What follows belongs to an exercise in optimizing a design on an open flow for small area; a production flow would make more cautious choices. The RTL was checked by simulation tests, not by an equivalence proof against the original design. No driver is modelled on the clock port, so clocking that relies on it looks cheaper here than on a real chip. Power is estimated from default activity; no workload was simulated.

Design uart_top, start of the top module:
module uart_top(
    input        clk,
    input        rst_n,
    input  [1:0] tx_sel,
    input  [1:0] rx_sel,
    input        tx_start,
    input  [7:0] tx_data,
    output       tx_out,
    input        rx_in,
    output [7:0] rx_data,
    output       rx_parity_error,
    output       rx_stop_error
);
Size: about 250 cells after synthesis, about 72 flip-flops, roughly 27 I/O pins, roughly 0.0027 sq mm of cells after synthesis.
clock: 10.0 ns
lec_check: 0
cap_margin: 20
core_margin: 2
core_utilization: 40
slew_margin: 20
standard.sh (not shown) runs the stock make flow with config.mk's settings and CLKGATE_MAP_FILE= SYNTH_SCRIPT=/design/flow/synth_recipe.tcl, a recipe that flattens the netlist after the stock synthesis.
==> flow/flow/run.sh <==
#!/bin/bash
# The standard ORFS layout (standard.sh), with three changes:
#  - synthesis: the standard script (synth_recipe.tcl) with only the ABC script
#    replaced by an area-oriented one (flow/area.abc); registers are mapped
#    before ABC, so they are the standard synthesis's, by name and cell;
#  - the port buffers that buffer_ports inserts use the smallest buffer cell;
#  - before clock tree synthesis, flow/clock_buffers.tcl drives the registers'
#    clock pins through four clkbuf_8 buffers, one per quarter of the
#    registers by placement, all fed by the clock port; CTS then leaves it.
#    At the end of the CTS step, flow/clock_inverters.tcl turns this into a
#    two-level inverter tree: the clock port drives one inv_4, which drives
#    four inv_6, one per quarter (each in place of its clkbuf_8).
# Each make run's full output goes to a log_*.txt file here.
set -euo pipefail
W=$PWD
cat > $W/flow_synth.tcl <<EOT
proc abc {args} {
  set i [lsearch \$args -script]
  if {\$i >= 0} { lset args [expr {\$i + 1}] $W/flow/area.abc }
  yosys abc {*}\$args
}
source $W/synth_recipe.tcl
EOT
export NBUF=4 BUFCELL=sky130_fd_sc_hd__clkbuf_8 LEAFINV=sky130_fd_sc_hd__inv_6 ROOTINV=sky130_fd_sc_hd__inv_4
bash standard.sh SYNTH_SCRIPT=$W/flow_synth.tcl synth > log_synth.txt 2>&1
bash standard.sh SYNTH_SCRIPT=$W/flow_synth.tcl "BUFFER_PORTS_ARGS=-buffer_cell sky130_fd_sc_hd__buf_1" \
  "PRE_CTS_TCL=$W/flow/clock_buffers.tcl" "POST_CTS_TCL=$W/flow/clock_inverters.tcl" finish > log_layout.txt 2>&1
==> flow/flow/area.abc <==
strash
balance; rewrite; refactor; balance; rewrite; rewrite -z; balance; refactor -z; rewrite -z; balance
balance; rewrite; refactor; balance; rewrite; rewrite -z; balance; refactor -z; rewrite -z; balance
dch -f
map -a
mfs2 -W 20 -M 5000
strash
dch -f
map -a
mfs2 -W 20 -M 5000
strash
dch -f
map -a
topo
==> flow/flow/clock_inverters.tcl <==
# Turn the clock buffers clkbuf_g* into inverters of type LEAFINV, fed by one
# root inverter of type ROOTINV that the clock port drives.
set block [ord::get_db_block]
set db [ord::get_db]
set leafM [$db findMaster $::env(LEAFINV)]
set rootM [$db findMaster $::env(ROOTINV)]
set clkNet [$block findNet clk]
set rootNet [odb::dbNet_create $block clknet_root]
$rootNet setSigType CLOCK
set sx 0; set sy 0; set k 0
foreach inst [$block getInsts] {
  set name [$inst getName]
  if {![string match clkbuf_g* $name]} continue
  set loc [$inst getLocation]
  set out [[$inst findITerm X] getNet]
  $out setSigType CLOCK
  odb::dbInst_destroy $inst
  set inv [odb::dbInst_create $block $leafM clkinv_g$k]
  $inv setLocation [lindex $loc 0] [lindex $loc 1]
  $inv setPlacementStatus PLACED
  [$inv findITerm A] connect $rootNet
  [$inv findITerm Y] connect $out
  incr sx [lindex $loc 0]; incr sy [lindex $loc 1]; incr k
}
set root [odb::dbInst_create $block $rootM clkinv_root]
$root setLocation [expr {$sx / $k}] [expr {$sy / $k}]
$root setPlacementStatus PLACED
[$root findITerm A] connect $clkNet
[$root findITerm Y] connect $rootNet
detailed_placement
check_placement -verbose
puts "post_inv: $k leaf inverters and a root inverter"
Other scripts of this flow, unchanged in this note and not shown: flow/flow/clock_buffers.tcl
Rerun with:
--- a/flow/flow/run.sh
+++ b/flow/flow/run.sh
@@ -8,7 +8,4 @@
 #    clock pins through four clkbuf_8 buffers, one per quarter of the
 #    registers by placement, all fed by the clock port; CTS then leaves it.
-#    At the end of the CTS step, flow/clock_inverters.tcl turns this into a
-#    two-level inverter tree: the clock port drives one inv_4, which drives
-#    four inv_6, one per quarter (each in place of its clkbuf_8).
 # Each make run's full output goes to a log_*.txt file here.
 set -euo pipefail
@@ -22,6 +19,6 @@
 source $W/synth_recipe.tcl
 EOT
-export NBUF=4 BUFCELL=sky130_fd_sc_hd__clkbuf_8 LEAFINV=sky130_fd_sc_hd__inv_6 ROOTINV=sky130_fd_sc_hd__inv_4
+export NBUF=4 BUFCELL=sky130_fd_sc_hd__clkbuf_8
 bash standard.sh SYNTH_SCRIPT=$W/flow_synth.tcl synth > log_synth.txt 2>&1
 bash standard.sh SYNTH_SCRIPT=$W/flow_synth.tcl "BUFFER_PORTS_ARGS=-buffer_cell sky130_fd_sc_hd__buf_1" \
-  "PRE_CTS_TCL=$W/flow/clock_buffers.tcl" "POST_CTS_TCL=$W/flow/clock_inverters.tcl" finish > log_layout.txt 2>&1
+  "PRE_CTS_TCL=$W/flow/clock_buffers.tcl" finish > log_layout.txt 2>&1
==> flow/flow/area.abc (replaced) <==
strash
balance; rewrite; refactor; balance; rewrite; rewrite -z; balance; refactor -z; rewrite -z; balance
dch -f
map -a
mfs2 -W 20 -M 5000
strash
dch -f
map -a
mfs2 -W 20 -M 5000
strash
dch -f
map -a
topo
removed: flow/flow/clock_inverters.tcl
What happened: Synthesized cell count fell slightly; hold slack hardly moves; critical path depth stays the same.
Rerun with:
--- a/flow/flow/area.abc
+++ b/flow/flow/area.abc
@@ -1,3 +1,4 @@
 strash
+balance; rewrite; refactor; balance; rewrite; rewrite -z; balance; refactor -z; rewrite -z; balance
 balance; rewrite; refactor; balance; rewrite; rewrite -z; balance; refactor -z; rewrite -z; balance
 dch -f
After rerunning: The changed run completed without violations; synthesized cell count is higher by 0.40%; sequential cell count is unchanged; power increases by 6.9%; die area is about the same; wire length is higher by 0.90%; sequential power grows by about 2%.

[afterwards: timing with drivers on the ports]
The flow's constraints put no driver on any port. The routed layouts listed below were extracted and timed again, unchanged, in two steps. Step 1: set_driving_cell puts a clkbuf_16 on clk and a buf_2 on each other input, an assumption about the parent block. Step 2 times the ports against the registers' clock, not the clock port: input delays grow and output delays shrink by t, the midpoint of the rising clock arrivals with the driver on. a / b / c = no drivers / after step 1 / after step 2; a / b = the first two.
run	t (ns)	slack for setup (ns)	slew at the worst register clock pin (ns)
the first run	0.223	5.904 / 5.871 / 6.029	0.12 / 0.12
the second run	0.215	5.708 / 5.741 / 5.526	0.11 / 0.11
the third run	0.213	5.937 / 5.883 / 6.041	0.11 / 0.11
After both steps setup and hold are still met in every run listed. For the second run, which loses most, drivers alone change the setup slack by +0.033 ns; drivers and shift together by -0.182 ns.
